This design comes from an exercise in tuning for small area on the open sky130 flow, not from production work. Function was checked by simulation only, so behaviour that the tests miss may differ from the original. Power figures rest on the tool's default switching activity, not on a simulated workload.

$ cat flow/config.mk
export PLATFORM = sky130hd
export DESIGN_NAME = check_receive_window
export DESIGN_NICKNAME = check_receive_window
export VERILOG_FILES = /design/flow/design.v
export SDC_FILE = /design/flow/constraint.sdc
export NUM_CORES = 4
export LEC_CHECK = 0
export CAP_MARGIN = 0
export CORE_MARGIN = 2
export CORE_UTILIZATION = 75
export SLEW_MARGIN = 0
$ cat flow/constraint.sdc
create_clock -name core_clock -period 5.0 [get_ports {clk}]
set_input_delay 1.0000 -clock core_clock [delete_from_list [all_inputs] [get_ports {clk}]]
set_output_delay 1.0000 -clock core_clock [all_outputs]
set_load 0.01 [all_outputs]
$ cat flow/design.v
`timescale 1ns / 1ps
module check_receive_window (
	input clk,
	input rst_n,
	input [63:0] in_tt_data,
	input [7:0] in_tt_ctrl,
	input in_tt_wr,
	input in_buffer_rdy,
	input in_table_wr,
	input [15:0] in_port_number,
	input [15:0] in_buffer_number,
	input [63:0] in_window_start,
	input [63:0] in_window_end,
	input [63:0] in_global_time,
	input [15:0] in_flow_id,
	input in_tt_flag,
	input [15:0] in_tt_length,
	output reg out_tt_flag_clear,
	output [63:0] out_buffer_data,
	output [7:0] out_buffer_ctrl,
	output out_buffer_wr,
	output out_tt_rdy,
	output [3:0] out_switch_port,
	output [3:0] out_switch_buffer,
	output reg out_table_rdy
);
	localparam [3:0] CT0 = 4'b0000;    
	localparam [3:0] CT1 = 4'b0001;    
	localparam [3:0] CT2 = 4'b0011;    
	localparam [3:0] CID = 4'b0111;    
	localparam [3:0] DROP = 4'b0100;   
	localparam [3:0] WD0 = 4'b0110;    
	localparam [3:0] WD1 = 4'b1110;    
	localparam [3:0] WD2 = 4'b1010;    
	localparam [3:0] WD3 = 4'b0010;    
	reg entry_active;           
	reg armed;                  
	reg [3:0] port_onehot;
	reg [3:0] buffer_number;
	reg [63:0] window_start;
	reg [63:0] window_end;
	reg [15:0] flow_id;
	reg [15:0] tt_length;
	reg [3:0] pstate;
	reg header_ok;
	reg [63:0] word_a;          
	reg [63:0] word_b;          
	wire carry4 = window_end[3] | (window_end[2] & window_end[1]);
	wire [63:0] end_plus;
	wire [63:4] inc_c;
	assign end_plus[0] = window_end[0];
	assign end_plus[1] = ~window_end[1];
	assign end_plus[2] = window_end[2] ^ window_end[1];
	assign end_plus[3] = ~(window_end[3] ^ (window_end[2] & window_end[1]));
	genvar gi;
	generate
		for (gi = 4; gi < 64; gi = gi + 1) begin : inc
			assign end_plus[gi] = window_end[gi] ^ inc_c[gi];
			if (gi == 4) begin : first
				assign inc_c[gi] = carry4;
			end else if ((gi - 4) % 8 == 0) begin : blk
				assign inc_c[gi] = carry4 & (&window_end[gi - 1:4]);
			end else begin : mid
				assign inc_c[gi] = window_end[gi - 1] & inc_c[gi - 1];
			end
		end
	endgenerate
	wire expired, start_ok, end_ok;
	ge64 ge_exp (.a(in_global_time), .b(end_plus), .y(expired));
	ge64 ge_start (.a(word_a), .b(window_start), .y(start_ok));
	ge64 ge_end (.a(window_end), .b(word_a), .y(end_ok));
	wire time_ok = start_ok && end_ok;
	wire id_ok = word_b[63:32] == {flow_id, tt_length};
	wire ctrl_end = in_tt_ctrl == 8'h01;
	wire take0 = pstate == CT0 && armed && in_tt_wr;
	wire take1 = pstate == CT1 && in_tt_wr;
	wire fwd_hdr = pstate[3];
	wire pass = pstate == WD3;
	always @(posedge clk or negedge rst_n) begin
		if (!rst_n) begin
			entry_active <= 1'b0;
			armed <= 1'b0;
			out_table_rdy <= 1'b0;
			out_tt_flag_clear <= 1'b0;
		end else begin
			out_table_rdy <= !entry_active && !in_table_wr;
			out_tt_flag_clear <= entry_active && expired && in_tt_flag && header_ok;
			if (!entry_active) begin
				if (in_table_wr) begin
					entry_active <= 1'b1;
					armed <= 1'b1;
				end
			end else if (expired && (!in_tt_flag || header_ok)) begin
				entry_active <= 1'b0;
			end
		end
	end
	always @(posedge clk) begin
		if (!entry_active && in_table_wr) begin
			port_onehot <= {in_port_number == 16'd4, in_port_number == 16'd3,
			                in_port_number == 16'd2, in_port_number == 16'd1};
			buffer_number <= in_buffer_number[3:0];
			window_start <= in_window_start;
			window_end <= in_window_end;
			flow_id <= in_flow_id;
			tt_length <= in_tt_length;
		end
	end
	always @(posedge clk or negedge rst_n) begin
		if (!rst_n) begin
			pstate <= CT0;
			header_ok <= 1'b0;
		end else begin
			case (pstate)
			CT0: if (take0) begin
				pstate <= CT1;
				header_ok <= 1'b0;
			end
			CT1: if (in_tt_wr) begin
				pstate <= CT2;
				header_ok <= 1'b0;
			end
			CT2: if (time_ok) begin
				pstate <= CID;
				header_ok <= 1'b1;
			end else begin
				pstate <= DROP;
			end
			CID: pstate <= id_ok ? WD0 : DROP;
			DROP: if (ctrl_end) pstate <= CT0;
			WD0: pstate <= WD1;
			WD1: pstate <= WD2;
			WD2: pstate <= ctrl_end ? CT0 : WD3;
			WD3: if (ctrl_end) pstate <= CT0;
			default: pstate <= CT0;
			endcase
		end
	end
	always @(posedge clk) begin
		if (take0 || take1) word_b <= in_tt_data;
		if (take1 || pstate == WD1) word_a <= word_b;
	end
	assign out_tt_rdy = pstate == CT0 || pstate == DROP || (pass && in_buffer_rdy);
	assign out_buffer_wr = fwd_hdr || (pass && in_tt_wr);
	assign out_buffer_data = fwd_hdr ? word_a : in_tt_data;
	assign out_buffer_ctrl = fwd_hdr ? 8'd0 : in_tt_ctrl;
	assign out_switch_port = port_onehot;
	assign out_switch_buffer = buffer_number;
endmodule
module ge64 (
	input [63:0] a,
	input [63:0] b,
	output y
);
	wire [63:0] g0 = a & ~b;
	wire [63:0] t0 = a | ~b;
	wire [31:0] g1, t1;
	wire [15:0] g2, t2;
	wire [7:0] g3, t3;
	wire [3:0] g4, t4;
	wire [1:0] g5, t5;
	genvar i;
	generate
		for (i = 0; i < 32; i = i + 1) begin : l1
			assign g1[i] = g0[2*i+1] | (t0[2*i+1] & g0[2*i]);
			assign t1[i] = t0[2*i+1] & t0[2*i];
		end
		for (i = 0; i < 16; i = i + 1) begin : l2
			assign g2[i] = g1[2*i+1] | (t1[2*i+1] & g1[2*i]);
			assign t2[i] = t1[2*i+1] & t1[2*i];
		end
		for (i = 0; i < 8; i = i + 1) begin : l3
			assign g3[i] = g2[2*i+1] | (t2[2*i+1] & g2[2*i]);
			assign t3[i] = t2[2*i+1] & t2[2*i];
		end
		for (i = 0; i < 4; i = i + 1) begin : l4
			assign g4[i] = g3[2*i+1] | (t3[2*i+1] & g3[2*i]);
			assign t4[i] = t3[2*i+1] & t3[2*i];
		end
		for (i = 0; i < 2; i = i + 1) begin : l5
			assign g5[i] = g4[2*i+1] | (t4[2*i+1] & g4[2*i]);
			assign t5[i] = t4[2*i+1] & t4[2*i];
		end
	endgenerate
	assign y = g5[1] | (t5[1] & (g5[0] | t5[0]));
endmodule
$ cat flow/flow/run.sh
#!/bin/bash
# ORFS layout with an area-oriented ABC mapping, smaller port buffers and a
# leaner clock tree. Everything else is the standard flow (standard.sh).
set -euo pipefail
here=$(pwd)
# copy of the ORFS scripts with only the ABC script replaced
rm -rf "$here/orfs_scripts"
cp -r "$FLOW_HOME/scripts" "$here/orfs_scripts"
cp "$here/flow/abc.script" "$here/orfs_scripts/abc_speed.script"
export SCRIPTS_DIR="$here/orfs_scripts"
export BUFFER_PORTS_ARGS="-buffer_cell sky130_fd_sc_hd__buf_1"
export CTS_ARGS="-sink_clustering_enable -repair_clock_nets -dont_use_dummy_load -buf_list sky130_fd_sc_hd__clkbuf_8 -sink_clustering_size 16 -sink_clustering_max_diameter 80"
bash standard.sh > flow_make.log 2>&1
$ cat flow/flow/abc.script
strash
dch
map -D 3000
strash
dch
map -D 3000
topo
stime -c
buffer -c
upsize -c
dnsize -c
$ cat flow/standard.sh
#!/bin/bash
# synth_recipe.tcl (not shown) runs the flow's synth.tcl, then flattens the netlist and writes it again
# the make line also repeats each setting of config.mk as NAME=value (left out here)
make -C /OpenROAD-flow-scripts/flow DESIGN_CONFIG=/design/flow/config.mk WORK_HOME=/design/flow/orfs CLKGATE_MAP_FILE= SYNTH_SCRIPT=/design/flow/synth_recipe.tcl "${@:-finish}"
==> flow_results.xml, run 1 <==
<?xml version="1.0" encoding="UTF-8"?>
<metrics>
  <group name="synth">
    <metric name="yosys.area_share.simple" unit="%">10.6</metric>
    <metric name="ys_ff_latch" unit="">305</metric>
    <metric name="dominant_combinational_cell_family_by_area_after_synthesis" unit="">compound AO/OA/AOI/OAI gates</metric>
    <metric name="synth-xor-area-share" unit="%">2.06</metric>
    <metric name="synth.yosys.warnings" unit="">1</metric>
    <metric name="netlist_instances" unit="">1275</metric>
    <metric name="post_synth_fa_ha_maj_area_fraction" unit="%">4.68</metric>
    <metric name="synth_edf_count" unit="">296</metric>
    <metric name="synth_async_sr_flop_share" unit="%">2.95</metric>
    <metric name="syn-num-nets" unit="">1663</metric>
    <metric name="synth_area_per_cell" unit="um2">11.3</metric>
    <metric name="synth.area.mux_share" unit="%">0</metric>
    <metric name="syn-cell-area" unit="um2">14400</metric>
    <metric name="yosys_most_used_dff" unit="">edfxtp_1</metric>
    <metric name="yosysUniqueCellTypes" unit="">56</metric>
    <metric name="synth-compound-area-share" unit="%">14.1</metric>
    <metric name="register_area_share_after_synthesis" unit="%">63.1</metric>
  </group>
  <group name="cts">
    <metric name="clock-sinks" unit="">305</metric>
    <metric name="worst_setup_hold_path_clk_slew" unit="ps">100</metric>
    <metric name="clock_insertion_delay_worst_skew" unit="ps">580</metric>
    <metric name="numCtsBuffers" unit="">23</metric>
    <metric name="cts-htree-levels" unit="">1</metric>
    <metric name="clk_root_buffer_cell" unit="">clkbuf_8</metric>
    <metric name="cts-root-to-sink-buffers" unit="">3</metric>
    <metric name="cts_tree" unit="">yes</metric>
  </group>
  <group name="min_path">
    <metric name="class_of_the_worst_hold_path" unit="">in -&gt; async</metric>
  </group>
  <group name="routing">
    <metric name="routed_wire_length_per_instance" unit="um">21.9</metric>
    <metric name="via_per_inst" unit="">6.41</metric>
    <metric name="vias" unit="">12400</metric>
    <metric name="route.antenna.remaining_nets" unit="">0</metric>
    <metric name="drt_pass1_iterations" unit="">6</metric>
    <metric name="detail_route.wirelength" unit="mm">42.4</metric>
    <metric name="dr.first_iter.drc_count" unit="">1506</metric>
    <metric name="route.detailed.drc" unit="">0</metric>
  </group>
  <group name="placement">
    <metric name="placed_cells_incl_taps" unit="">1904</metric>
    <metric name="place_congestion" unit="">0.942</metric>
    <metric name="port_buffers" unit="">405</metric>
    <metric name="dp_hpwl" unit="mm">32.2</metric>
    <metric name="dp_worst_setup_slack" unit="ps">-87.0</metric>
  </group>
  <group name="grt">
    <metric name="grt_max_degree" unit="">92</metric>
    <metric name="wire_length_of_the_first_global_routing_pass" unit="mm">62.2</metric>
    <metric name="first_global_vias" unit="">12200</metric>
    <metric name="antenna_found_initial" unit="">5</metric>
    <metric name="grtUsageTotal" unit="%">40.5</metric>
    <metric name="grt-ovfl-total" unit="">0</metric>
  </group>
  <group name="timing">
    <metric name="finalCritPeriodShare" unit="%">95.7</metric>
    <metric name="final_max_slew_viol_count" unit="">0</metric>
    <metric name="fin_tns_setup" unit="ps">0</metric>
    <metric name="timing.clock.skew" unit="ps">63.5</metric>
    <metric name="final_hold_viol_count" unit="">0</metric>
    <metric name="fmax" unit="MHz">209</metric>
    <metric name="report.final.setup_viol" unit="">0</metric>
    <metric name="postLayoutSetupSlackWorst" unit="ps">217</metric>
    <metric name="worst_slew_pin_slew" unit="ps">985</metric>
    <metric name="period_needed" unit="ps">4780</metric>
    <metric name="maxSlewHeadroom" unit="%">34.2</metric>
    <metric name="hold-worst-slack" unit="ps">342</metric>
  </group>
  <group name="worst_setup_path">
    <metric name="r2r.worst_path.cells" unit="">25</metric>
    <metric name="number_of_logic_stages_on_the_critical_path_including_buffering" unit="">25</metric>
    <metric name="nature_of_the_critical_path_endpoint" unit="">flip-flop</metric>
    <metric name="critPathSlowestCell" unit="">nor4_4</metric>
    <metric name="worstPathMaxFanout" unit="">4</metric>
    <metric name="worst-endpoint-required" unit="ps">5470</metric>
    <metric name="worstSetupPathType" unit="">reg -&gt; reg</metric>
    <metric name="cp_top_family" unit="">simple AND/OR/NAND/NOR gates</metric>
    <metric name="cp_common_cell" unit="">ha_1</metric>
    <metric name="worstPathBufferInverterCount" unit="">2</metric>
    <metric name="worst_ep_arrival_time" unit="ps">5260</metric>
    <metric name="startpoint_type" unit="">flip-flop</metric>
    <metric name="critical_path.max_stage_delay" unit="ps">420</metric>
  </group>
  <group name="die">
    <metric name="ios" unit="">418</metric>
    <metric name="die_w" unit="um">143</metric>
    <metric name="core_region_area" unit="um2">18800</metric>
    <metric name="die_h" unit="um">143</metric>
    <metric name="placementRows" unit="">50</metric>
    <metric name="initial_core_utilization" unit="%">76.9</metric>
    <metric name="die_area" unit="um2">20400</metric>
  </group>
  <group name="power">
    <metric name="leakage" unit="nW">6.36</metric>
    <metric name="vdd.ir_drop.worst" unit="uV">347</metric>
    <metric name="pwr_density_cell" unit="nW/um2">431</metric>
  </group>
  <group name="layout">
    <metric name="area_delta_synth_final" unit="%">15.6</metric>
    <metric name="final_layout_size_suffix_gt1_share" unit="%">3.60</metric>
    <metric name="stdcell_count" unit="">1936</metric>
    <metric name="layout.nets" unit="">2085</metric>
  </group>
  <group name="run_status">
    <metric name="status" unit="">no timing/DRC/antenna violations</metric>
  </group>
  <group name="run">
    <metric name="cap_violations" unit="">0</metric>
  </group>
</metrics>
==> metrics by stage <==
stage	power, mW	util, %	cell area [um2]
after global routing	7.48	88.9	16700
after detailed placement	5.97	86.8	16300
after floorplan	5.20	-	14400
after CTS	7.10	88.5	16600
final	7.20	88.9	16700
after global placement	5.83	86.8	16300
==> routing by layer <==
| metal | global-route usage [%] | share of wire (%) | vias up |
|---|---|---|---|
| met5 | 0 | 0.057 | - |
| li1 | - | - | 5473 |
| met2 | 70.5 | 50 | 1078 |
| met3 | 8.08 | 12 | 195 |
| met1 | 48.9 | 32 | 5654 |
| met4 | 19.3 | 5.7 | 4 |
==> state kept, by name (all words and copies together), names as in the netlist <==
signal / flops
armed: 1
buffer_number: 4
entry_active: 1
flow_id: 16
header_ok: 1
out_table_rdy: 1
out_tt_flag_clear: 1
port_onehot: 4
pstate: 4
tt_length: 16
window_end: 64
window_start: 64
word_a: 64
word_b: 64
==> cell usage in the layout (no fill, tap or decap), types with 4 or more instances in the layout <==
cell       instances
buf_1            405
edfxtp_1         296
inv_1            191
nor2_1           141
nand2_1          128
a21oi_1          105
ha_1              53
o22ai_1           50
o21ai_0           44
a22oi_1           38
xnor2_1           30
nand3_1           28
clkbuf_8          23
nand4_1           18
nor3_1            15
o221ai_1          13
o211ai_1          13
nor4_1             9
a221oi_1           8
dfrtp_1            8
diode_2            7
or2_2              6
buf_4              5
a22o_1             4
xor2_1             4
o21ai_1            4
o2111ai_1          4
==> worst paths after layout <==
path	start	end	slack, ps
min reg2reg	word_b[13]	word_a[13]	430
min	rst_n	pstate[1]	340
max	window_end[1]	entry_active	220
max in group asynchronous	rst_n	pstate[3]	4290
min in group core_clock	word_b[13]	word_a[13]	430
max reg2reg	window_end[1]	entry_active	220
==> area by class of cell <==
| cell class | instances | area (um2) |
|---|---|---|
| sequential | 305 | 9120 |
| antenna | 7 | 17.5 |
| inverter | 193 | 724 |
| fill | 888 | 2080 |
| clock buffer | 23 | 317 |
| timing repair buffer | 412 | 1600 |
| tap | 234 | 293 |
| multi-input combinational | 762 | 4620 |
==> Yosys cell counts (16+ instances only) <==
master / instances / share of area (%)
a21oi_1: 106 / 3.7
a22oi_1: 38 / 2.0
edfxtp_1: 296 / 62
nand3_1: 28 / 0.97
xnor2_1: 30 / 1.8
nand2_1: 128 / 3.3
o22ai_1: 50 / 2.2
nor3_1: 16 / 0.55
nand4_1: 18 / 0.78
nor2_1: 144 / 3.7
inv_1: 192 / 5.0
ha_1: 54 / 4.7
o21ai_0: 44 / 1.5
==> cell families (layout without fill, tap and decap cells) <==
logic type / Yosys count / in the layout
simple gates: 359 / 359
compound gates: 315 / 315
flops: 305 / 305
buf+inv: 208 / 628
fa+ha+maj: 54 / 54
xor+xnor: 34 / 34
other cells: 0 / 7
==> repair_timing <==
action | CTS | global route
pin swaps | 1 | 4
cloned | 0 | 0
endpoints found under the hold margin | 0 | 0
hold buffers | 0 | 0
resized for setup | 2 | 8
setup endpoints to repair | 2 | 2
buffers inserted | 0 | 2
==> power by group <==
| group | switching, mW | internal (mW) | total (mW) |
|---|---|---|---|
| logic | 1.40 | 0.661 | 2.06 |
| registers | 0.379 | 3.58 | 3.96 |
| clock network | 0.767 | 0.414 | 1.18 |
==> run 2: changes to the inputs <==
==> flow/flow/abc.script (replaced) <==
strash
dch
map -D 3000
strash
dch
map -D 3000
strash
dch
map -D 3000
strash
dch
map -D 3000
strash
dch
map -D 3000
strash
dch
map -D 3000
strash
dch
map -D 3000
strash
dch
map -D 3000
strash
dch
map -D 3000
strash
dch
map -D 3000
strash
dch
map -D 3000
strash
dch
map -D 3000
strash
dch
map -D 3000
strash
dch
map -D 3000
strash
dch
map -D 3000
strash
dch
map -D 3000
strash
dch
map -D 3000
strash
dch
map -D 3000
strash
dch
map -D 3000
strash
dch
map -D 3000
strash
dch
map -D 3000
strash
dch
map -D 3000
strash
dch
map -D 3000
strash
dch
map -D 3000
strash
dch
map -D 3000
strash
dch
map -D 3000
strash
dch
map -D 3000
strash
dch
map -D 3000
strash
dch
map -D 3000
strash
dch
map -D 3000
strash
dch
map -D 3000
strash
dch
map -D 3000
topo
stime -c
buffer -c
upsize -c
dnsize -c
==> run 2 against run 1 <==
Now fails the layout checks on setup timing. Hold slack better by 42 ps. Clock-buffer cell count unchanged. Register-to-register slack worse by 280 ps. Sequential share of layout area down 0.065 points. First-iteration DRC count up 14%. Design area up 0.12%. Synthesized cell count down 3.3%. Flip-flop and latch count unchanged. Clock power about the same. Die area down 1.4%. Non-clock buffer count up 7. Critical endpoint unchanged. Highest routed layer is now met4.
==> flow_results.xml, run 2 <==
<?xml version="1.0" encoding="UTF-8"?>
<metrics>
  <group name="min_path">
    <metric name="class_of_the_worst_hold_path" unit="">in -&gt; async</metric>
  </group>
  <group name="worst_setup_path">
    <metric name="nature_of_the_critical_path_endpoint" unit="">flip-flop</metric>
    <metric name="worst_setup_path_startpoint" unit="">window_end[2]</metric>
    <metric name="startpoint_type" unit="">flip-flop</metric>
    <metric name="timing.reg2reg.setup_slack" unit="ps">-60</metric>
    <metric name="worst-endpoint-required" unit="ps">5440</metric>
    <metric name="worstPathMaxFanout" unit="">2</metric>
    <metric name="worstSetupPathType" unit="">reg -&gt; reg</metric>
    <metric name="reg2reg_to" unit="">entry_active</metric>
    <metric name="worst_ep_arrival_time" unit="ps">5510</metric>
    <metric name="critical_path.reg2reg.startpoint" unit="">window_end[2]</metric>
    <metric name="critPathCapture" unit="">entry_active</metric>
    <metric name="r2r.worst_path.cells" unit="">26</metric>
  </group>
  <group name="cts">
    <metric name="cts_tree" unit="">yes</metric>
    <metric name="cts-htree-levels" unit="">1</metric>
    <metric name="worst_setup_hold_path_clk_slew" unit="ps">110</metric>
    <metric name="clock_insertion_delay_worst_skew" unit="ps">550</metric>
    <metric name="numCtsBuffers" unit="">23</metric>
    <metric name="clk_root_buffer_cell" unit="">clkbuf_8</metric>
    <metric name="cts-root-to-sink-buffers" unit="">3</metric>
    <metric name="clock-sinks" unit="">305</metric>
  </group>
  <group name="synth">
    <metric name="synth.largest_area_cell" unit="">edfxtp_1</metric>
    <metric name="syn-cell-area" unit="um2">14200</metric>
    <metric name="yosysUniqueCellTypes" unit="">51</metric>
    <metric name="synth_edf_count" unit="">296</metric>
    <metric name="ys_ff_latch" unit="">305</metric>
    <metric name="yosysMostFrequentCell" unit="">edfxtp_1</metric>
    <metric name="synth.yosys.warnings" unit="">1</metric>
    <metric name="register_area_share_after_synthesis" unit="%">64.0</metric>
    <metric name="syn-num-nets" unit="">1621</metric>
    <metric name="ys_top_cells_by_area" unit="">edfxtp_1 (62%), ha_1 (4.7%), inv_1 (4.5%), nor2_1 (3.6%), a21oi_1 (3.6%)</metric>
    <metric name="yosys_most_used_dff" unit="">edfxtp_1</metric>
    <metric name="yosysTopAreaCellShare" unit="%">62.5</metric>
    <metric name="synth.top_cells.by_count" unit="">edfxtp_1 (296), inv_1 (169), nor2_1 (138)</metric>
    <metric name="synth_area_per_cell" unit="um2">11.5</metric>
    <metric name="synth_async_sr_flop_share" unit="%">2.95</metric>
    <metric name="netlist_instances" unit="">1233</metric>
  </group>
  <group name="placement">
    <metric name="port_buffers" unit="">405</metric>
    <metric name="dp_worst_setup_slack" unit="ps">-194</metric>
    <metric name="total_cell_area_at_the_placement_stage" unit="um2">16100</metric>
    <metric name="place_congestion" unit="">0.975</metric>
    <metric name="placed_cells_incl_taps" unit="">1868</metric>
    <metric name="dp_hpwl" unit="mm">31.7</metric>
  </group>
  <group name="timing">
    <metric name="worst_slew_pin_slew" unit="ps">1110</metric>
    <metric name="timing.clock.skew" unit="ps">54.6</metric>
    <metric name="final_max_slew_viol_count" unit="">0</metric>
    <metric name="postLayoutSetupSlackWorst" unit="ps">-64.4</metric>
    <metric name="finalCritPeriodShare" unit="%">101</metric>
    <metric name="period_needed" unit="ps">5060</metric>
    <metric name="final_hold_viol_count" unit="">0</metric>
    <metric name="report.final.setup_viol" unit="">1</metric>
    <metric name="fmax" unit="MHz">197</metric>
    <metric name="maxSlewHeadroom" unit="%">25.7</metric>
  </group>
  <group name="grt">
    <metric name="grt-ovfl-total" unit="">0</metric>
    <metric name="grtUsageTotal" unit="%">41.6</metric>
    <metric name="antenna_found_initial" unit="">4</metric>
    <metric name="wire_length_of_the_first_global_routing_pass" unit="mm">63.2</metric>
    <metric name="grt_max_degree" unit="">103</metric>
    <metric name="first_global_vias" unit="">12000</metric>
  </group>
  <group name="routing">
    <metric name="via_per_inst" unit="">6.74</metric>
    <metric name="route.antenna.remaining_nets" unit="">0</metric>
    <metric name="drt_pass1_iterations" unit="">12</metric>
    <metric name="vias" unit="">12800</metric>
    <metric name="routed_wire_length_per_instance" unit="um">23.8</metric>
    <metric name="route.detailed.drc" unit="">0</metric>
    <metric name="detail_route.wirelength" unit="mm">45.3</metric>
    <metric name="dr.first_iter.drc_count" unit="">1718</metric>
  </group>
  <group name="layout">
    <metric name="final_layout_size_suffix_gt1_share" unit="%">6.99</metric>
    <metric name="postLayoutCoreUtil" unit="%">89.6</metric>
    <metric name="layout.nets" unit="">2050</metric>
    <metric name="layout_common_cells" unit="">buf_1 (405), edfxtp_1 (296), inv_1 (167), nor2_1 (136), a21oi_1 (102)</metric>
    <metric name="filler_cell_count" unit="">788</metric>
    <metric name="stdcell_count" unit="">1902</metric>
    <metric name="area_delta_synth_final" unit="%">17.4</metric>
    <metric name="final_instance_area" unit="um2">16700</metric>
    <metric name="layout.cells.most_common" unit="">buf_1</metric>
  </group>
  <group name="die">
    <metric name="core_region_area" unit="um2">18600</metric>
    <metric name="initial_core_utilization" unit="%">76.3</metric>
    <metric name="placementRows" unit="">50</metric>
    <metric name="die_w" unit="um">142</metric>
    <metric name="die_area" unit="um2">20100</metric>
    <metric name="die_h" unit="um">142</metric>
    <metric name="ios" unit="">418</metric>
  </group>
  <group name="power">
    <metric name="finalPower" unit="mW">7.09</metric>
    <metric name="leakage" unit="nW">6.28</metric>
    <metric name="vdd.ir_drop.worst" unit="uV">284</metric>
    <metric name="pwr_density_cell" unit="nW/um2">424</metric>
  </group>
  <group name="run_status">
    <metric name="failed_layout_checks" unit="">setup timing</metric>
    <metric name="status" unit="">failed layout checks</metric>
  </group>
  <group name="run">
    <metric name="cap_violations" unit="">0</metric>
  </group>
</metrics>
-- run 2: per-layer routing --
metal	up-vias	share of wire (%)	global-route usage, %
met5	-	0	0
li1	5380	-	-
met1	5774	31	51.1
met2	1346	48	70.4
met3	325	14	7.86
met4	0	8.0	22.8
-- run 2: worst min path at each step --
stage,end,slack [ps],cells after the start
after global placement,word_a[18],400,0
after CTS,pstate[0],390,1
after detailed placement,word_a[26],400,0
after global routing,pstate[3],420,1
final,pstate[1],380,1
after floorplan,word_a[0],400,0
-- run 2: cell type report --
class	instances	area, um2	area share, %
Multi-Input combinational cell	710	4560	27.3
Clock buffer	23	317	1.89
Sequential cell	305	9120	54.6
Tap cell	234	293	1.75
Timing Repair Buffer	419	1640	9.80
Antenna cell	8	20.0	0.120
Inverter	203	766	4.58
-- run 2: worst max-delay path: stages, from the launching register on --
cell	delay, ps
edfxtp_1	420
ha_2	210
inv_2	70
ha_4	140
inv_2	40
ha_4	160
ha_4	160
ha_4	150
ha_4	150
ha_4	160
ha_4	160
ha_4	250
a22oi_2	170
o21ai_1	240
a2111oi_2	420
buf_4	180
o211ai_1	110
a32oi_2	260
o221ai_2	150
a221oi_2	240
nor2_1	80
o22ai_2	240
a41oi_2	230
nor3_2	280
o21ai_2	110
a21oi_2	110
nor2_1	50
-- run 2: power by group --
group | internal [mW] | total [mW] | switching, mW
Combinational | 0.622 | 2.01 | 1.38
Clock | 0.414 | 1.19 | 0.774
Sequential | 3.54 | 3.89 | 0.353
Total | 4.58 | 7.09 | 2.51
-- run 2: through the flow --
stage          hold slack (ps)  TNS, ps
2_1_floorplan              400        0
5_1_grt                    419     -746
3_3_place_gp               401        0
3_5_place_dp               405     -253
4_1_cts                    386        0
6_report                   384    -64.4
-- run 2: logic make-up (layout without fill, tap and decap cells) --
logic type / count (synthesis) / count (layout) / share of synthesized area [%]
AO/OA/AOI/OAI: 333 / 333 / 15.2
other: 0 / 8 / 0
XOR/XNOR: 20 / 20 / 1.23
buffers and inverters: 218 / 645 / 5.78
flip-flops: 305 / 305 / 64.0
AND/OR/NAND/NOR: 303 / 303 / 9.03
adder cells (fa/ha/maj): 54 / 54 / 4.75
-- run 2: repair_timing --
item,4_1_cts,5_1_grt
endpoints found under the setup margin,2,2
resized for setup,2,43
pin swaps,0,19
hold buffers,0,0
buffers inserted,0,3
==> run 3: changes to the inputs <==
--- a/flow/config.mk
+++ b/flow/config.mk
@@ -7,5 +7,5 @@
 export LEC_CHECK = 0
 export CAP_MARGIN = 0
 export CORE_MARGIN = 2
-export CORE_UTILIZATION = 75
+export CORE_UTILIZATION = 60
 export SLEW_MARGIN = 0
==> run 3 against run 2 <==
Register-to-register slack better by 180 ps. Now clean on timing, DRC and antenna. Via count down 11%. First-iteration DRC count down 31%. Clock-buffer cell count unchanged. Worst setup slack better by 180 ps. Critical path type unchanged.
==> flow_results.xml, run 3 <==
<?xml version="1.0" encoding="UTF-8"?>
<metrics>
  <group name="synth">
    <metric name="netlist_instances" unit="">1233</metric>
    <metric name="synth_area_per_cell" unit="um2">11.5</metric>
    <metric name="yosysTopAreaCellShare" unit="%">62.5</metric>
    <metric name="yosysMostFrequentCell" unit="">edfxtp_1</metric>
    <metric name="yosysUniqueCellTypes" unit="">51</metric>
    <metric name="register_area_share_after_synthesis" unit="%">64.0</metric>
    <metric name="syn-num-nets" unit="">1621</metric>
    <metric name="syn-cell-area" unit="um2">14200</metric>
    <metric name="synth.top_cells.by_count" unit="">edfxtp_1 (296), inv_1 (169), nor2_1 (138)</metric>
    <metric name="synth.yosys.warnings" unit="">1</metric>
    <metric name="synth_edf_count" unit="">296</metric>
    <metric name="synth_async_sr_flop_share" unit="%">2.95</metric>
    <metric name="ys_top_cells_by_area" unit="">edfxtp_1 (62%), ha_1 (4.7%), inv_1 (4.5%), nor2_1 (3.6%), a21oi_1 (3.6%)</metric>
    <metric name="ys_ff_latch" unit="">305</metric>
    <metric name="synth.largest_area_cell" unit="">edfxtp_1</metric>
    <metric name="yosys_most_used_dff" unit="">edfxtp_1</metric>
  </group>
  <group name="placement">
    <metric name="place_congestion" unit="">0.951</metric>
    <metric name="total_cell_area_at_the_placement_stage" unit="um2">16200</metric>
    <metric name="dp_hpwl" unit="mm">29.5</metric>
    <metric name="port_buffers" unit="">405</metric>
    <metric name="placed_cells_incl_taps" unit="">1953</metric>
  </group>
  <group name="cts">
    <metric name="worst_setup_hold_path_clk_slew" unit="ps">100</metric>
    <metric name="numCtsBuffers" unit="">23</metric>
    <metric name="clock-sinks" unit="">305</metric>
    <metric name="clk_root_buffer_cell" unit="">clkbuf_8</metric>
    <metric name="cts-htree-levels" unit="">1</metric>
    <metric name="cts-root-to-sink-buffers" unit="">3</metric>
    <metric name="cts_tree" unit="">yes</metric>
    <metric name="clock_insertion_delay_worst_skew" unit="ps">550</metric>
  </group>
  <group name="timing">
    <metric name="final_max_slew_viol_count" unit="">0</metric>
    <metric name="period_needed" unit="ps">4880</metric>
    <metric name="timing.clock.skew" unit="ps">58.0</metric>
    <metric name="finalCritPeriodShare" unit="%">97.7</metric>
    <metric name="maxSlewHeadroom" unit="%">44.5</metric>
    <metric name="grt_setup_unrepaired" unit="">true</metric>
    <metric name="fmax" unit="MHz">205</metric>
    <metric name="report.final.setup_viol" unit="">0</metric>
    <metric name="final_hold_viol_count" unit="">0</metric>
    <metric name="worst_slew_pin_slew" unit="ps">829</metric>
  </group>
  <group name="worst_setup_path">
    <metric name="worstPathBufferInverterCount" unit="">4</metric>
    <metric name="critPathSlowestCell" unit="">edfxtp_1</metric>
    <metric name="nature_of_the_critical_path_endpoint" unit="">flip-flop</metric>
    <metric name="cp_common_cell" unit="">ha_4</metric>
    <metric name="cp_top_family" unit="">compound AO/OA/AOI/OAI gates</metric>
    <metric name="worstSetupPathType" unit="">reg -&gt; reg</metric>
    <metric name="startpoint_type" unit="">flip-flop</metric>
    <metric name="worstPathMaxFanout" unit="">2</metric>
    <metric name="worst-endpoint-required" unit="ps">5450</metric>
    <metric name="critical_path.max_stage_delay" unit="ps">430</metric>
    <metric name="worst_ep_arrival_time" unit="ps">5330</metric>
  </group>
  <group name="power">
    <metric name="vdd.ir_drop.worst" unit="uV">352</metric>
    <metric name="finalPower" unit="mW">6.93</metric>
    <metric name="pwr_density_cell" unit="nW/um2">413</metric>
    <metric name="leakage" unit="nW">6.28</metric>
  </group>
  <group name="routing">
    <metric name="drt_pass1_iterations" unit="">5</metric>
    <metric name="vias" unit="">11400</metric>
    <metric name="via_per_inst" unit="">5.76</metric>
    <metric name="route.detailed.drc" unit="">0</metric>
    <metric name="routed_wire_length_per_instance" unit="um">19.6</metric>
    <metric name="detail_route.wirelength" unit="mm">38.8</metric>
    <metric name="dr.first_iter.drc_count" unit="">1183</metric>
    <metric name="route.antenna.remaining_nets" unit="">0</metric>
  </group>
  <group name="grt">
    <metric name="grt-ovfl-total" unit="">0</metric>
    <metric name="first_global_vias" unit="">10800</metric>
    <metric name="antenna_found_initial" unit="">3</metric>
    <metric name="grtUsageTotal" unit="%">30.0</metric>
    <metric name="grt_max_degree" unit="">113</metric>
    <metric name="wire_length_of_the_first_global_routing_pass" unit="mm">56.2</metric>
  </group>
  <group name="layout">
    <metric name="filler_cell_count" unit="">1748</metric>
    <metric name="final_layout_size_suffix_gt1_share" unit="%">6.63</metric>
    <metric name="postLayoutCoreUtil" unit="%">71.7</metric>
    <metric name="layout.cells.most_common" unit="">buf_1</metric>
    <metric name="final_instance_area" unit="um2">16800</metric>
    <metric name="stdcell_count" unit="">1982</metric>
    <metric name="layout.nets" unit="">2049</metric>
    <metric name="layout_common_cells" unit="">buf_1 (405), edfxtp_1 (296), inv_1 (167), nor2_1 (135), a21oi_1 (101)</metric>
    <metric name="area_delta_synth_final" unit="%">17.9</metric>
  </group>
  <group name="die">
    <metric name="initial_core_utilization" unit="%">60.8</metric>
    <metric name="ios" unit="">418</metric>
    <metric name="core_region_area" unit="um2">23400</metric>
    <metric name="die_area" unit="um2">25000</metric>
    <metric name="die_w" unit="um">158</metric>
    <metric name="die_h" unit="um">158</metric>
    <metric name="placementRows" unit="">56</metric>
  </group>
  <group name="run_status">
    <metric name="status" unit="">no timing/DRC/antenna violations</metric>
  </group>
  <group name="min_path">
    <metric name="class_of_the_worst_hold_path" unit="">in -&gt; async</metric>
  </group>
  <group name="run">
    <metric name="cap_violations" unit="">0</metric>
  </group>
</metrics>
==> run 3: cell counts after synthesis <==
Identical to the previous run, type by type.
==> run 3: power breakdown <==
| group | internal [mW] | switching [mW] | total (mW) | leakage [nW] |
|---|---|---|---|---|
| combinational | 0.618 | 1.25 | 1.87 | 3.26 |
| sequential | 3.54 | 0.352 | 3.89 | 2.85 |
| clock | 0.413 | 0.752 | 1.16 | 0.165 |
==> run 3: through the flow <==
stage | setup slack, ps | hold slack, ps | setup TNS, ps
finish | 116 | 371 | 0
detailed placement | -181 | 405 | -222
CTS | 16.3 | 361 | 0
global route | -90.4 | 375 | -90.4
global placement | -61.0 | 401 | -61.0
floorplan | 528 | 400 | 0
==> run 3: cell type report <==
cell class	count	area, um2	area share, %
diodes	4	10.0	0.0597
clock buffers	23	317	1.89
inverters	203	766	4.57
multi-input cells	710	4520	27.0
flip-flops and latches	305	9120	54.4
well taps	319	399	2.38
repair buffers	418	1640	9.79
==> run 3: metal layers <==
metal	global-route usage, %	wire length, um
met5	0	10
met4	10.3	1400
met3	4.49	3640
met2	50.1	18500
met1	40.4	15300
==> run 3: final timing paths <==
path | startpoint | cells past startpoint | slack [ps] | to
worst max-delay path | window_end[1] | 27 | 120 | entry_active
worst min-delay path | rst_n | 1 | 370 | out_tt_flag_clear
worst max register to register | window_end[1] | 27 | 120 | entry_active
worst min register to register | word_b[14] | 0 | 420 | word_a[14]
max in group asynchronous | rst_n | 1 | 4240 | pstate[3]
min in group core_clock | word_b[14] | 0 | 420 | word_a[14]
==> run 3: cell families after synthesis <==
family | synth area share [%]
flops | 64.0
buf+inv | 5.78
compound gates | 15.2
xor+xnor | 1.23
simple gates | 9.03
fa+ha+maj | 4.75
==> run 3: what timing repair did <==
action	in CTS	in global routing
endpoints found under the setup margin	2	2
pin swaps	0	16
resized for setup	3	36
hold buffers	0	0
buffers inserted	0	2
hold endpoints to repair	0	0
cloned	0	0
==> run 4: changes to the inputs <==
==> flow/flow/abc.script (replaced) <==
strash
dch
map -D 3000
strash
dch
map -D 3000
topo
stime -c
buffer -c
upsize -c
dnsize -c
==> run 4 against run 3 <==
Worst setup slack better by 210 ps. Wire length up 1.1%. Synthesized cell count up 3.4%. Design area up 0.53%. Critical path type unchanged. Critical endpoint unchanged.
==> flow_results.xml, run 4 <==
<?xml version="1.0" encoding="UTF-8"?>
<metrics>
  <group name="die">
    <metric name="die_h" unit="um">159</metric>
    <metric name="die_w" unit="um">159</metric>
    <metric name="placementRows" unit="">56</metric>
    <metric name="die_area" unit="um2">25300</metric>
    <metric name="ios" unit="">418</metric>
    <metric name="initial_core_utilization" unit="%">61.3</metric>
    <metric name="core_region_area" unit="um2">23500</metric>
  </group>
  <group name="cts">
    <metric name="cts-root-to-sink-buffers" unit="">3</metric>
    <metric name="clk_root_buffer_cell" unit="">clkbuf_8</metric>
    <metric name="cts_tree" unit="">yes</metric>
    <metric name="worst_setup_hold_path_clk_slew" unit="ps">100</metric>
    <metric name="cts-htree-levels" unit="">1</metric>
    <metric name="quantity_of_hold_fixing_buffers_added_after_cts" unit="">0</metric>
    <metric name="numCtsBuffers" unit="">23</metric>
    <metric name="clock_insertion_delay_worst_skew" unit="ps">570</metric>
    <metric name="clock-sinks" unit="">305</metric>
  </group>
  <group name="worst_setup_path">
    <metric name="r2r.worst_path.cells" unit="">21</metric>
    <metric name="worstSetupPathType" unit="">reg -&gt; reg</metric>
    <metric name="startpoint_type" unit="">flip-flop</metric>
    <metric name="nature_of_the_critical_path_endpoint" unit="">flip-flop</metric>
    <metric name="worstPathMaxFanout" unit="">4</metric>
    <metric name="reg2reg_to" unit="">entry_active</metric>
    <metric name="critical_path.reg2reg.startpoint" unit="">window_end[4]</metric>
    <metric name="timing.reg2reg.setup_slack" unit="ps">330</metric>
    <metric name="worst-endpoint-required" unit="ps">5470</metric>
    <metric name="worst_ep_arrival_time" unit="ps">5140</metric>
  </group>
  <group name="synth">
    <metric name="synth_area_per_cell" unit="um2">11.3</metric>
    <metric name="synth.top_cells.by_count" unit="">edfxtp_1 (296), inv_1 (192), nor2_1 (144)</metric>
    <metric name="synth_async_sr_flop_share" unit="%">2.95</metric>
    <metric name="yosysTopAreaCellShare" unit="%">61.6</metric>
    <metric name="ys_top_cells_by_area" unit="">edfxtp_1 (62%), inv_1 (5.0%), ha_1 (4.7%), nor2_1 (3.7%), a21oi_1 (3.7%)</metric>
    <metric name="yosysUniqueCellTypes" unit="">56</metric>
    <metric name="syn-num-nets" unit="">1663</metric>
    <metric name="synth.largest_area_cell" unit="">edfxtp_1</metric>
    <metric name="synth.yosys.warnings" unit="">1</metric>
    <metric name="register_area_share_after_synthesis" unit="%">63.1</metric>
    <metric name="ys_ff_latch" unit="">305</metric>
    <metric name="yosys_most_used_dff" unit="">edfxtp_1</metric>
    <metric name="yosysMostFrequentCell" unit="">edfxtp_1</metric>
    <metric name="syn-cell-area" unit="um2">14400</metric>
    <metric name="synth_edf_count" unit="">296</metric>
    <metric name="netlist_instances" unit="">1275</metric>
  </group>
  <group name="grt">
    <metric name="grt-ovfl-total" unit="">0</metric>
    <metric name="antenna_found_initial" unit="">7</metric>
    <metric name="wire_length_of_the_first_global_routing_pass" unit="mm">58.3</metric>
    <metric name="grt_max_degree" unit="">131</metric>
    <metric name="grtUsageTotal" unit="%">29.9</metric>
    <metric name="first_global_vias" unit="">11100</metric>
  </group>
  <group name="layout">
    <metric name="layout_common_cells" unit="">buf_1 (405), edfxtp_1 (296), inv_1 (191), nor2_1 (142), nand2_1 (126)</metric>
    <metric name="layout.nets" unit="">2092</metric>
    <metric name="stdcell_count" unit="">2028</metric>
    <metric name="final_layout_size_suffix_gt1_share" unit="%">4.17</metric>
    <metric name="postLayoutCoreUtil" unit="%">71.6</metric>
    <metric name="layout.cells.most_common" unit="">buf_1</metric>
    <metric name="area_delta_synth_final" unit="%">16.8</metric>
  </group>
  <group name="routing">
    <metric name="vias" unit="">11600</metric>
    <metric name="dr.first_iter.drc_count" unit="">1065</metric>
    <metric name="route.antenna.remaining_nets" unit="">0</metric>
    <metric name="routed_wire_length_per_instance" unit="um">19.4</metric>
    <metric name="via_per_inst" unit="">5.71</metric>
    <metric name="detail_route.wirelength" unit="mm">39.3</metric>
    <metric name="drt_pass1_iterations" unit="">5</metric>
    <metric name="route.detailed.drc" unit="">0</metric>
  </group>
  <group name="power">
    <metric name="vdd.ir_drop.worst" unit="uV">297</metric>
    <metric name="pwr_density_cell" unit="nW/um2">422</metric>
    <metric name="leakage" unit="nW">6.40</metric>
  </group>
  <group name="timing">
    <metric name="timing.clock.skew" unit="ps">56.3</metric>
    <metric name="period_needed" unit="ps">4670</metric>
    <metric name="report.final.setup_viol" unit="">0</metric>
    <metric name="worst_slew_pin_slew" unit="ps">1000</metric>
    <metric name="fin_tns_setup" unit="ps">0</metric>
    <metric name="fmax" unit="MHz">214</metric>
    <metric name="maxSlewHeadroom" unit="%">33.2</metric>
    <metric name="final_max_slew_viol_count" unit="">0</metric>
    <metric name="finalCritPeriodShare" unit="%">93.5</metric>
    <metric name="final_hold_viol_count" unit="">0</metric>
  </group>
  <group name="placement">
    <metric name="placed_cells_incl_taps" unit="">1988</metric>
    <metric name="port_buffers" unit="">405</metric>
    <metric name="place_congestion" unit="">0.856</metric>
    <metric name="dp_hpwl" unit="mm">29.8</metric>
  </group>
  <group name="min_path">
    <metric name="class_of_the_worst_hold_path" unit="">in -&gt; async</metric>
  </group>
  <group name="run">
    <metric name="cap_violations" unit="">0</metric>
  </group>
  <group name="run_status">
    <metric name="status" unit="">no timing/DRC/antenna violations</metric>
  </group>
</metrics>
[run 4: cell count changes in the layout (fill, tap and decap cells not counted), moves of 6 or more]
cell / before / now
a221oi_1: 14 / 8
a22oi_1: 48 / 38
ha_1: 42 / 53
ha_4: 8 / 0
inv_1: 167 / 191
inv_2: 33 / 2
nand2_1: 99 / 126
nand3_1: 16 / 28
nor2_1: 135 / 142
o211ai_1: 7 / 13
o21ai_0: 29 / 43
o22ai_1: 60 / 50
xnor2_1: 16 / 30
[run 4: worst max-delay path, stage by stage (launching register included)]
cell       delay (ps)
edfxtp_1          420
nand4_1           170
or4_4             620
nor4_4            350
inv_2             100
nor3_4            250
nor3b_2           220
ha_1              170
ha_1              140
ha_1              150
xnor2_1           170
nor2_1            100
a221oi_2          210
nand2_1           140
nor3_2            150
nand2_2           120
a2111oi_4         350
nand2_2           110
nor4_4            280
o21ai_1           140
a21oi_1           140
nor2_1             50
[run 4: how the worst max path moves through the flow]
stage / from / endpoint / slack (ps) / cells after the start
after floorplan: in_tt_wr / word_b[0] / 590 / 4
after global placement: window_end[1] / entry_active / 290 / 24
after detailed placement: window_end[1] / entry_active / -60 / 24
after CTS: window_end[1] / entry_active / 40 / 24
after global routing: window_end[4] / entry_active / -40 / 21
final: window_end[4] / entry_active / 330 / 21
[run 4: where the power goes]
group	switching, mW	internal (mW)	leakage, nW	total [mW]
sequential	0.359	3.58	2.86	3.94
combinational	1.34	0.666	3.38	2.00
clock	0.758	0.413	0.165	1.17
total	2.45	4.66	6.40	7.11
[run 4: layout make-up]
class                           count  area [um2]
Sequential cell                   305        9120
Fill cell                        1776        6680
Multi-Input combinational cell    762        4640
Timing Repair Buffer              419        1650
Inverter                          193         724
Tap cell                          319         399
Clock buffer                       23         317
Antenna cell                        7        17.5
[run 4: repair_timing]
item | CTS | global route
pin swaps | 0 | 7
setup endpoints to repair | 1 | 2
gates resized for setup | 2 | 12
setup buffers | 0 | 10
endpoints found under the hold margin | 0 | 0
[run 4: kinds of logic (layout without fill, tap and decap cells)]
family                   count (synthesis)  count (layout)  synth area share [%]
AO/OA/AOI/OAI                          315             315                  14.1
XOR/XNOR                                34              34                  2.06
adder cells (fa/ha/maj)                 54              54                  4.68
buffers and inverters                  208             635                  5.41
flip-flops                             305             305                  63.1
other                                    0               7                     0
AND/OR/NAND/NOR                        359             359                  10.6
[run 4: per-layer routing]
metal  routed length [um]  track usage, %  part of all wire, %  vias to the layer above
met5                   16               0                0.041                        -
met4                 1520            11.2                  3.9                        2
met3                 3500            5.29                  8.9                       90
met2                19000            50.9                   48                      627
met1                15300            38.6                   39                     5386
li1                     -               -                    -                     5472
[run 4: metrics by stage]
step	hold WS [ps]	area, um2	power, mW	setup WS, ps
6_report	354	16900	7.11	325
4_1_cts	343	16700	7.11	44.8
3_3_place_gp	400	16400	5.87	289
2_1_floorplan	400	14400	5.20	587
3_5_place_dp	405	16400	5.96	-55.6
5_1_grt	373	16900	7.49	-43.6
==> run 5: changes to the inputs <==
--- a/flow/design.v
+++ b/flow/design.v
@@ -58,7 +58,7 @@
 			assign end_plus[gi] = window_end[gi] ^ inc_c[gi];
 			if (gi == 4) begin : first
 				assign inc_c[gi] = carry4;
-			end else if ((gi - 4) % 8 == 0) begin : blk
+			end else if ((gi - 4) % 4 == 0) begin : blk
 				assign inc_c[gi] = carry4 & (&window_end[gi - 1:4]);
 			end else begin : mid
 				assign inc_c[gi] = window_end[gi - 1] & inc_c[gi - 1];
--- a/flow/flow/run.sh
+++ b/flow/flow/run.sh
@@ -10,4 +10,5 @@
 export SCRIPTS_DIR="$here/orfs_scripts"
 export BUFFER_PORTS_ARGS="-buffer_cell sky130_fd_sc_hd__buf_1"
 export CTS_ARGS="-sink_clustering_enable -repair_clock_nets -dont_use_dummy_load -buf_list sky130_fd_sc_hd__clkbuf_8 -sink_clustering_size 16 -sink_clustering_max_diameter 80"
+export RECOVER_POWER=100
 bash standard.sh > flow_make.log 2>&1
==> flow/flow/abc.script (replaced) <==
strash
dch
map -D 3000
strash
dch
map -D 3000
strash
dch
map -D 3000
strash
dch
map -D 3000
strash
dch
map -D 3000
strash
dch
map -D 3000
strash
dch
map -D 3000
strash
dch
map -D 3000
strash
dch
map -D 3000
strash
dch
map -D 3000
strash
dch
map -D 3000
strash
dch
map -D 3000
strash
dch
map -D 3000
strash
dch
map -D 3000
strash
dch
map -D 3000
strash
dch
map -D 3000
strash
dch
map -D 3000
strash
dch
map -D 3000
strash
dch
map -D 3000
strash
dch
map -D 3000
strash
dch
map -D 3000
strash
dch
map -D 3000
strash
dch
map -D 3000
strash
dch
map -D 3000
strash
dch
map -D 3000
strash
dch
map -D 3000
strash
dch
map -D 3000
strash
dch
map -D 3000
strash
dch
map -D 3000
strash
dch
map -D 3000
strash
dch
map -D 3000
strash
dch
map -D 3000
topo
stime -c
buffer -c
upsize -c
dnsize -c
==> run 5 against run 4 <==
Now fails the layout checks on capacitance limit, slew limit. Combinational power shrank 6%. Clock-buffer cell count did not move. Design area shrank 1.7%. Critical path depth grew 5. Total power shrank 2.0%.
==> flow_results.xml, run 5 <==
<?xml version="1.0" encoding="UTF-8"?>
<metrics>
  <group name="power">
    <metric name="pwr_density_cell" unit="nW/um2">420</metric>
    <metric name="leakage" unit="nW">6.28</metric>
    <metric name="vdd.ir_drop.worst" unit="uV">301</metric>
  </group>
  <group name="placement">
    <metric name="place_congestion" unit="">0.921</metric>
    <metric name="port_buffers" unit="">405</metric>
    <metric name="placed_cells_incl_taps" unit="">1946</metric>
    <metric name="total_cell_area_at_the_placement_stage" unit="um2">16200</metric>
    <metric name="dp_worst_setup_slack" unit="ps">-109</metric>
    <metric name="dp_hpwl" unit="mm">29.3</metric>
  </group>
  <group name="synth">
    <metric name="syn-num-nets" unit="">1609</metric>
    <metric name="synth.largest_area_cell" unit="">edfxtp_1</metric>
    <metric name="netlist_instances" unit="">1228</metric>
    <metric name="synth.yosys.warnings" unit="">1</metric>
    <metric name="syn-cell-area" unit="um2">14200</metric>
    <metric name="register_area_share_after_synthesis" unit="%">64.3</metric>
    <metric name="synth_edf_count" unit="">296</metric>
    <metric name="synth.top_cells.by_count" unit="">edfxtp_1 (296), inv_1 (180), nor2_1 (143)</metric>
    <metric name="ys_ff_latch" unit="">305</metric>
    <metric name="synth_async_sr_flop_share" unit="%">2.95</metric>
    <metric name="yosys_most_used_dff" unit="">edfxtp_1</metric>
    <metric name="synth_area_per_cell" unit="um2">11.5</metric>
    <metric name="yosysMostFrequentCell" unit="">edfxtp_1</metric>
    <metric name="ys_top_cells_by_area" unit="">edfxtp_1 (63%), inv_1 (4.8%), ha_1 (4.1%), a21oi_1 (4.0%), nor2_1 (3.8%)</metric>
    <metric name="yosysUniqueCellTypes" unit="">43</metric>
    <metric name="yosysTopAreaCellShare" unit="%">62.7</metric>
  </group>
  <group name="layout">
    <metric name="stdcell_count" unit="">1981</metric>
    <metric name="final_instance_area" unit="um2">16600</metric>
    <metric name="layout.nets" unit="">2037</metric>
    <metric name="layout_common_cells" unit="">buf_1 (404), edfxtp_1 (296), inv_1 (179), nor2_1 (143), a21oi_1 (110)</metric>
    <metric name="area_delta_synth_final" unit="%">16.8</metric>
    <metric name="layout.cells.most_common" unit="">buf_1</metric>
    <metric name="final_layout_size_suffix_gt1_share" unit="%">3.87</metric>
    <metric name="postLayoutCoreUtil" unit="%">71.0</metric>
    <metric name="filler_cell_count" unit="">1827</metric>
  </group>
  <group name="timing">
    <metric name="timing.clock.skew" unit="ps">44.5</metric>
    <metric name="hold-worst-slack" unit="ps">383</metric>
    <metric name="maxSlewHeadroom" unit="%">-89.7</metric>
    <metric name="postLayoutSetupSlackWorst" unit="ps">316</metric>
    <metric name="report.final.setup_viol" unit="">0</metric>
    <metric name="fmax" unit="MHz">213</metric>
    <metric name="final_hold_viol_count" unit="">0</metric>
    <metric name="period_needed" unit="ps">4680</metric>
    <metric name="final_max_slew_viol_count" unit="">227</metric>
    <metric name="worst_slew_pin_slew" unit="ps">2830</metric>
    <metric name="finalCritPeriodShare" unit="%">93.7</metric>
  </group>
  <group name="cts">
    <metric name="cts-htree-levels" unit="">1</metric>
    <metric name="clock-sinks" unit="">305</metric>
    <metric name="cts_tree" unit="">yes</metric>
    <metric name="clk_root_buffer_cell" unit="">clkbuf_8</metric>
    <metric name="cts-root-to-sink-buffers" unit="">3</metric>
    <metric name="numCtsBuffers" unit="">23</metric>
    <metric name="quantity_of_hold_fixing_buffers_added_after_cts" unit="">0</metric>
    <metric name="worst_setup_hold_path_clk_slew" unit="ps">100</metric>
    <metric name="clock_insertion_delay_worst_skew" unit="ps">560</metric>
  </group>
  <group name="worst_setup_path">
    <metric name="critical_path.max_stage_delay" unit="ps">390</metric>
    <metric name="critical_path.reg2reg.startpoint" unit="">window_end[1]</metric>
    <metric name="reg2reg_to" unit="">entry_active</metric>
    <metric name="nature_of_the_critical_path_endpoint" unit="">flip-flop</metric>
    <metric name="timing.reg2reg.setup_slack" unit="ps">320</metric>
    <metric name="worst-endpoint-required" unit="ps">5450</metric>
    <metric name="worstPathMaxFanout" unit="">4</metric>
    <metric name="r2r.worst_path.cells" unit="">26</metric>
    <metric name="critPathSlowestCell" unit="">edfxtp_1</metric>
    <metric name="startpoint_type" unit="">flip-flop</metric>
    <metric name="worstSetupPathType" unit="">reg -&gt; reg</metric>
    <metric name="cp_common_cell" unit="">ha_1</metric>
    <metric name="worst_ep_arrival_time" unit="ps">5140</metric>
  </group>
  <group name="die">
    <metric name="core_region_area" unit="um2">23300</metric>
    <metric name="die_area" unit="um2">24900</metric>
    <metric name="placementRows" unit="">56</metric>
    <metric name="die_h" unit="um">158</metric>
    <metric name="initial_core_utilization" unit="%">60.8</metric>
    <metric name="die_w" unit="um">158</metric>
    <metric name="ios" unit="">418</metric>
  </group>
  <group name="run_status">
    <metric name="status" unit="">failed layout checks</metric>
    <metric name="failed_layout_checks" unit="">capacitance limit, slew limit</metric>
  </group>
  <group name="grt">
    <metric name="first_global_vias" unit="">10400</metric>
    <metric name="wire_length_of_the_first_global_routing_pass" unit="mm">54.3</metric>
    <metric name="grtUsageTotal" unit="%">29.3</metric>
    <metric name="grt_max_degree" unit="">90</metric>
    <metric name="antenna_found_initial" unit="">8</metric>
    <metric name="grt-ovfl-total" unit="">0</metric>
  </group>
  <group name="routing">
    <metric name="via_per_inst" unit="">5.70</metric>
    <metric name="detail_route.wirelength" unit="mm">38.0</metric>
    <metric name="route.antenna.remaining_nets" unit="">0</metric>
    <metric name="route.detailed.drc" unit="">0</metric>
    <metric name="drt_pass1_iterations" unit="">7</metric>
    <metric name="vias" unit="">11300</metric>
    <metric name="dr.first_iter.drc_count" unit="">1014</metric>
    <metric name="routed_wire_length_per_instance" unit="um">19.2</metric>
  </group>
  <group name="run">
    <metric name="cap_violations" unit="">4</metric>
  </group>
  <group name="min_path">
    <metric name="class_of_the_worst_hold_path" unit="">in -&gt; async</metric>
  </group>
</metrics>
==> run 5: stage by stage <==
stage | total power [mW] | TNS [ps]
6_report | 6.97 | 0
5_1_grt | 7.32 | -80.2
4_1_cts | 6.97 | 0
3_5_place_dp | 5.85 | -109
3_3_place_gp | 5.79 | 0
2_1_floorplan | 5.11 | 0
==> run 5: worst max-delay path by stage <==
stage / start / endpoint / slack, ps
2_1_floorplan: in_tt_wr / word_b[0] / 580
3_3_place_gp: window_end[2] / entry_active / 110
3_5_place_dp: window_end[1] / entry_active / -110
4_1_cts: window_end[1] / entry_active / 5
5_1_grt: window_end[2] / entry_active / -80
6_report: window_end[1] / entry_active / 320
==> run 5: area by class of cell <==
cell class / instances / area [um2] / share of cell area (%)
antenna: 8 / 20.0 / 0.121
inverter: 182 / 683 / 4.12
sequential: 305 / 9110 / 55.0
clock buffer: 23 / 317 / 1.91
multi-input combinational: 726 / 4420 / 26.7
timing repair buffer: 418 / 1610 / 9.73
tap: 319 / 399 / 2.41
==> run 5: cell families after synthesis <==
logic type / Yosys count / synth area share (%)
AO/OA/AOI/OAI: 319 / 14.2
adder cells (fa/ha/maj): 47 / 4.15
XOR/XNOR: 41 / 2.53
flip-flops: 305 / 64.3
buffers and inverters: 197 / 5.21
AND/OR/NAND/NOR: 319 / 9.67
==> run 5: repair_timing <==
action	CTS	global route
endpoints found under the setup margin	2	2
pin swaps	0	9
setup buffers	1	3
gates resized for setup	2	17
==> run 5: layer usage <==
layer / wire (um) / up-vias / track usage, %
met5: 28 / - / 0
met3: 3200 / 88 / 4.85
met1: 15200 / 5291 / 39.6
met4: 1270 / 4 / 10.5
li1: - / 5339 / -
met2: 18300 / 566 / 48.2
==> run 5: critical path: cells and delay by family (launching register included) <==
kind	cells	cell delay, ps
flip-flops	1	390
adder cells (fa/ha/maj)	5	850
buffers and inverters	2	140
AND/OR/NAND/NOR	14	2250
XOR/XNOR	1	120
AO/OA/AOI/OAI	4	820
==> run 5: power breakdown <==
group          switching [mW]  leakage [nW]  internal [mW]
clock                   0.743         0.165          0.414
sequential              0.332          2.85           3.59
combinational            1.29          3.26          0.604
==> run 6: changes to the inputs <==
--- a/flow/flow/run.sh
+++ b/flow/flow/run.sh
@@ -10,5 +10,4 @@
 export SCRIPTS_DIR="$here/orfs_scripts"
 export BUFFER_PORTS_ARGS="-buffer_cell sky130_fd_sc_hd__buf_1"
 export CTS_ARGS="-sink_clustering_enable -repair_clock_nets -dont_use_dummy_load -buf_list sky130_fd_sc_hd__clkbuf_8 -sink_clustering_size 16 -sink_clustering_max_diameter 80"
-export RECOVER_POWER=100
 bash standard.sh > flow_make.log 2>&1
--- a/flow/config.mk
+++ b/flow/config.mk
@@ -8,4 +8,5 @@
 export CAP_MARGIN = 0
 export CORE_MARGIN = 2
 export CORE_UTILIZATION = 60
+export GPL_TIMING_DRIVEN = 0
 export SLEW_MARGIN = 0
==> run 6 against run 5 <==
Combinational power rose by 9%. Register-to-register slack improved by 70 ps. Fmax increased by 1.6%. Now clean on timing, DRC and antenna. Via count is 0.32% higher. Area after synthesis did not move. Non-clock buffer count grew 15. Wire length rose by 1.7%. Critical endpoint unchanged. Total power is 1.7% higher.
==> flow_results.xml, run 6 <==
<?xml version="1.0" encoding="UTF-8"?>
<metrics>
  <group name="timing">
    <metric name="finalCritPeriodShare" unit="%">92.2</metric>
    <metric name="fmax" unit="MHz">217</metric>
    <metric name="fin_tns_setup" unit="ps">0</metric>
    <metric name="final_max_slew_viol_count" unit="">0</metric>
    <metric name="maxSlewHeadroom" unit="%">33.2</metric>
    <metric name="postLayoutSetupSlackWorst" unit="ps">389</metric>
    <metric name="final_hold_viol_count" unit="">0</metric>
    <metric name="hold-worst-slack" unit="ps">372</metric>
    <metric name="period_needed" unit="ps">4610</metric>
    <metric name="worst_slew_pin_slew" unit="ps">1000</metric>
    <metric name="timing.clock.skew" unit="ps">66.7</metric>
    <metric name="report.final.setup_viol" unit="">0</metric>
  </group>
  <group name="cts">
    <metric name="clock_insertion_delay_worst_skew" unit="ps">590</metric>
    <metric name="cts-htree-levels" unit="">1</metric>
    <metric name="numCtsBuffers" unit="">23</metric>
    <metric name="clk_root_buffer_cell" unit="">clkbuf_8</metric>
    <metric name="clock-sinks" unit="">305</metric>
    <metric name="cts_tree" unit="">yes</metric>
    <metric name="quantity_of_hold_fixing_buffers_added_after_cts" unit="">0</metric>
    <metric name="cts-root-to-sink-buffers" unit="">3</metric>
    <metric name="worst_setup_hold_path_clk_slew" unit="ps">100</metric>
  </group>
  <group name="worst_setup_path">
    <metric name="critPathSlowestCell" unit="">edfxtp_1</metric>
    <metric name="worst_ep_arrival_time" unit="ps">5100</metric>
    <metric name="cp_common_cell" unit="">ha_1</metric>
    <metric name="worstSetupPathType" unit="">reg -&gt; reg</metric>
    <metric name="nature_of_the_critical_path_endpoint" unit="">flip-flop</metric>
    <metric name="critical_path.max_stage_delay" unit="ps">400</metric>
    <metric name="worst-endpoint-required" unit="ps">5490</metric>
    <metric name="cp_top_family" unit="">simple AND/OR/NAND/NOR gates</metric>
    <metric name="worstPathMaxFanout" unit="">4</metric>
    <metric name="startpoint_type" unit="">flip-flop</metric>
    <metric name="worstPathBufferInverterCount" unit="">2</metric>
  </group>
  <group name="layout">
    <metric name="layout.nets" unit="">2052</metric>
    <metric name="final_instance_area" unit="um2">16800</metric>
    <metric name="final_layout_size_suffix_gt1_share" unit="%">4.13</metric>
    <metric name="area_delta_synth_final" unit="%">18.3</metric>
    <metric name="stdcell_count" unit="">1993</metric>
    <metric name="layout_common_cells" unit="">buf_1 (405), edfxtp_1 (296), inv_1 (179), nor2_1 (141), a21oi_1 (110)</metric>
    <metric name="layout.cells.most_common" unit="">buf_1</metric>
    <metric name="area_of_all_sequential_standard_cells" unit="um2">9110</metric>
    <metric name="filler_cell_count" unit="">1742</metric>
    <metric name="footprint_of_the_multi_input_gates" unit="um2">4460</metric>
  </group>
  <group name="synth">
    <metric name="yosysTopAreaCellShare" unit="%">62.7</metric>
    <metric name="synth.largest_area_cell" unit="">edfxtp_1</metric>
    <metric name="synth_area_per_cell" unit="um2">11.5</metric>
    <metric name="register_area_share_after_synthesis" unit="%">64.3</metric>
    <metric name="syn-cell-area" unit="um2">14200</metric>
    <metric name="synth.top_cells.by_count" unit="">edfxtp_1 (296), inv_1 (180), nor2_1 (143)</metric>
    <metric name="ys_top_cells_by_area" unit="">edfxtp_1 (63%), inv_1 (4.8%), ha_1 (4.1%), a21oi_1 (4.0%), nor2_1 (3.8%)</metric>
    <metric name="yosysMostFrequentCell" unit="">edfxtp_1</metric>
    <metric name="yosys_most_used_dff" unit="">edfxtp_1</metric>
    <metric name="netlist_instances" unit="">1228</metric>
    <metric name="syn-num-nets" unit="">1609</metric>
    <metric name="synth.yosys.warnings" unit="">1</metric>
    <metric name="synth_edf_count" unit="">296</metric>
    <metric name="yosysUniqueCellTypes" unit="">43</metric>
    <metric name="ys_ff_latch" unit="">305</metric>
    <metric name="synth_async_sr_flop_share" unit="%">2.95</metric>
  </group>
  <group name="placement">
    <metric name="dp_worst_setup_slack" unit="ps">-269</metric>
    <metric name="port_buffers" unit="">405</metric>
    <metric name="dp_hpwl" unit="mm">30.1</metric>
    <metric name="placed_cells_incl_taps" unit="">1961</metric>
    <metric name="place_congestion" unit="">0.896</metric>
    <metric name="total_cell_area_at_the_placement_stage" unit="um2">16300</metric>
  </group>
  <group name="die">
    <metric name="core_region_area" unit="um2">23300</metric>
    <metric name="ios" unit="">418</metric>
    <metric name="initial_core_utilization" unit="%">60.8</metric>
    <metric name="die_h" unit="um">158</metric>
    <metric name="die_w" unit="um">158</metric>
    <metric name="placementRows" unit="">56</metric>
    <metric name="die_area" unit="um2">24900</metric>
  </group>
  <group name="routing">
    <metric name="route.detailed.drc" unit="">0</metric>
    <metric name="via_per_inst" unit="">5.68</metric>
    <metric name="routed_wire_length_per_instance" unit="um">19.4</metric>
    <metric name="vias" unit="">11300</metric>
    <metric name="route.antenna.remaining_nets" unit="">0</metric>
    <metric name="detail_route.wirelength" unit="mm">38.7</metric>
    <metric name="drt_pass1_iterations" unit="">6</metric>
    <metric name="dr.first_iter.drc_count" unit="">1098</metric>
  </group>
  <group name="grt">
    <metric name="antenna_found_initial" unit="">6</metric>
    <metric name="grtUsageTotal" unit="%">30.2</metric>
    <metric name="wire_length_of_the_first_global_routing_pass" unit="mm">55.9</metric>
    <metric name="grt_max_degree" unit="">34</metric>
    <metric name="first_global_vias" unit="">10600</metric>
    <metric name="grt-ovfl-total" unit="">0</metric>
  </group>
  <group name="run_status">
    <metric name="status" unit="">no timing/DRC/antenna violations</metric>
  </group>
  <group name="run">
    <metric name="cap_violations" unit="">0</metric>
  </group>
  <group name="power">
    <metric name="vdd.ir_drop.worst" unit="uV">280</metric>
    <metric name="leakage" unit="nW">6.36</metric>
    <metric name="pwr_density_cell" unit="nW/um2">423</metric>
  </group>
  <group name="min_path">
    <metric name="class_of_the_worst_hold_path" unit="">in -&gt; async</metric>
  </group>
</metrics>
## run 6: power breakdown
part	switching [mW]	leakage (nW)	internal (mW)
clock network	0.748	0.165	0.413
logic	1.37	3.33	0.688
registers	0.305	2.86	3.56
## run 6: repair_timing
| action | 4_1_cts | 5_1_grt |
|---|---|---|
| resized for setup | 4 | 16 |
| buffers inserted | 0 | 4 |
| pin swaps | 0 | 7 |
| setup endpoints to repair | 2 | 2 |
## run 6: through the flow
stage | power [mW] | util, %
after floorplan | 5.11 | -
after global placement | 5.85 | 69.0
after detailed placement | 5.94 | 69.9
after CTS | 7.08 | 71.3
after global routing | 7.45 | 71.9
final | 7.09 | 71.9
## run 6: cell type report
type	count	share of cell area [%]
Antenna cell	5	0.0746
Sequential cell	305	54.3
Tap cell	319	2.38
Multi-Input combinational cell	726	26.6
Buffer	15	0.336
Timing Repair Buffer	418	10.3
Clock buffer	23	1.89
Inverter	182	4.07
## run 6: cells by family after synthesis
group,Yosys count,share of synthesized area (%)
compound gates,319,14.2
xor+xnor,41,2.53
fa+ha+maj,47,4.15
buf+inv,197,5.21
flops,305,64.3
simple gates,319,9.67
## run 6: worst paths after layout
kind	to	cells after the start	start	slack [ps]
min reg2reg	word_a[28]	0	word_b[28]	430
min	pstate[3]	1	rst_n	370
min in group core_clock	word_a[28]	0	word_b[28]	430
max reg2reg	entry_active	27	window_end[1]	390
max in group asynchronous	pstate[1]	1	rst_n	4190
max	entry_active	27	window_end[1]	390
## run 6: routing by layer
| layer | vias to the layer above | routed length [um] | global-route usage [%] |
|---|---|---|---|
| met1 | 5291 | 15400 | 39.2 |
| met5 | - | 25 | 0 |
| met3 | 100 | 3200 | 5.58 |
| li1 | 5371 | - | - |
| met4 | 4 | 1760 | 13.4 |
| met2 | 558 | 18300 | 50.0 |

-- re-timing with driven ports --
How much do the figures lean on ideal ports? The routed layouts below were timed once more, with nothing changed but the port constraints. Step 1 assumes that a clkbuf_16 drives the clock port and a buf_2 every other input. Step 2 moves the port delays by t, midway between the first and last clock arrival at a register: inputs arrive t later, outputs are due t later. That takes back most of the time a late clock gives input paths. Three values: ideal ports, drivers, drivers and shift; two values: the first two.
run	t (ns)	setup WS [ns]	hold slack, ns	worst data-port slew with drivers (ns)	cell pins on the clock port's net
run 1	0.589	0.217 / 0.217 / 0.217	0.342 / 0.407 / 0.427	0.11	1
run 2	0.568	-0.064 / -0.064 / -0.064	0.384 / 0.384 / 0.410	0.10	1
run 3	0.569	0.116 / 0.116 / 0.116	0.371 / 0.374 / 0.425	0.09	1
run 4	0.583	0.325 / 0.325 / 0.325	0.354 / 0.399 / 0.426	0.09	1
run 5	0.586	0.316 / 0.316 / -0.174	0.383 / 0.368 / 0.414	0.09	1
run 6	0.601	0.389 / 0.389 / 0.389	0.372 / 0.353 / 0.427	0.09	1
For run 5, which loses most, drivers alone change the setup slack by 0.000 ns; drivers and shift together by -0.490 ns.
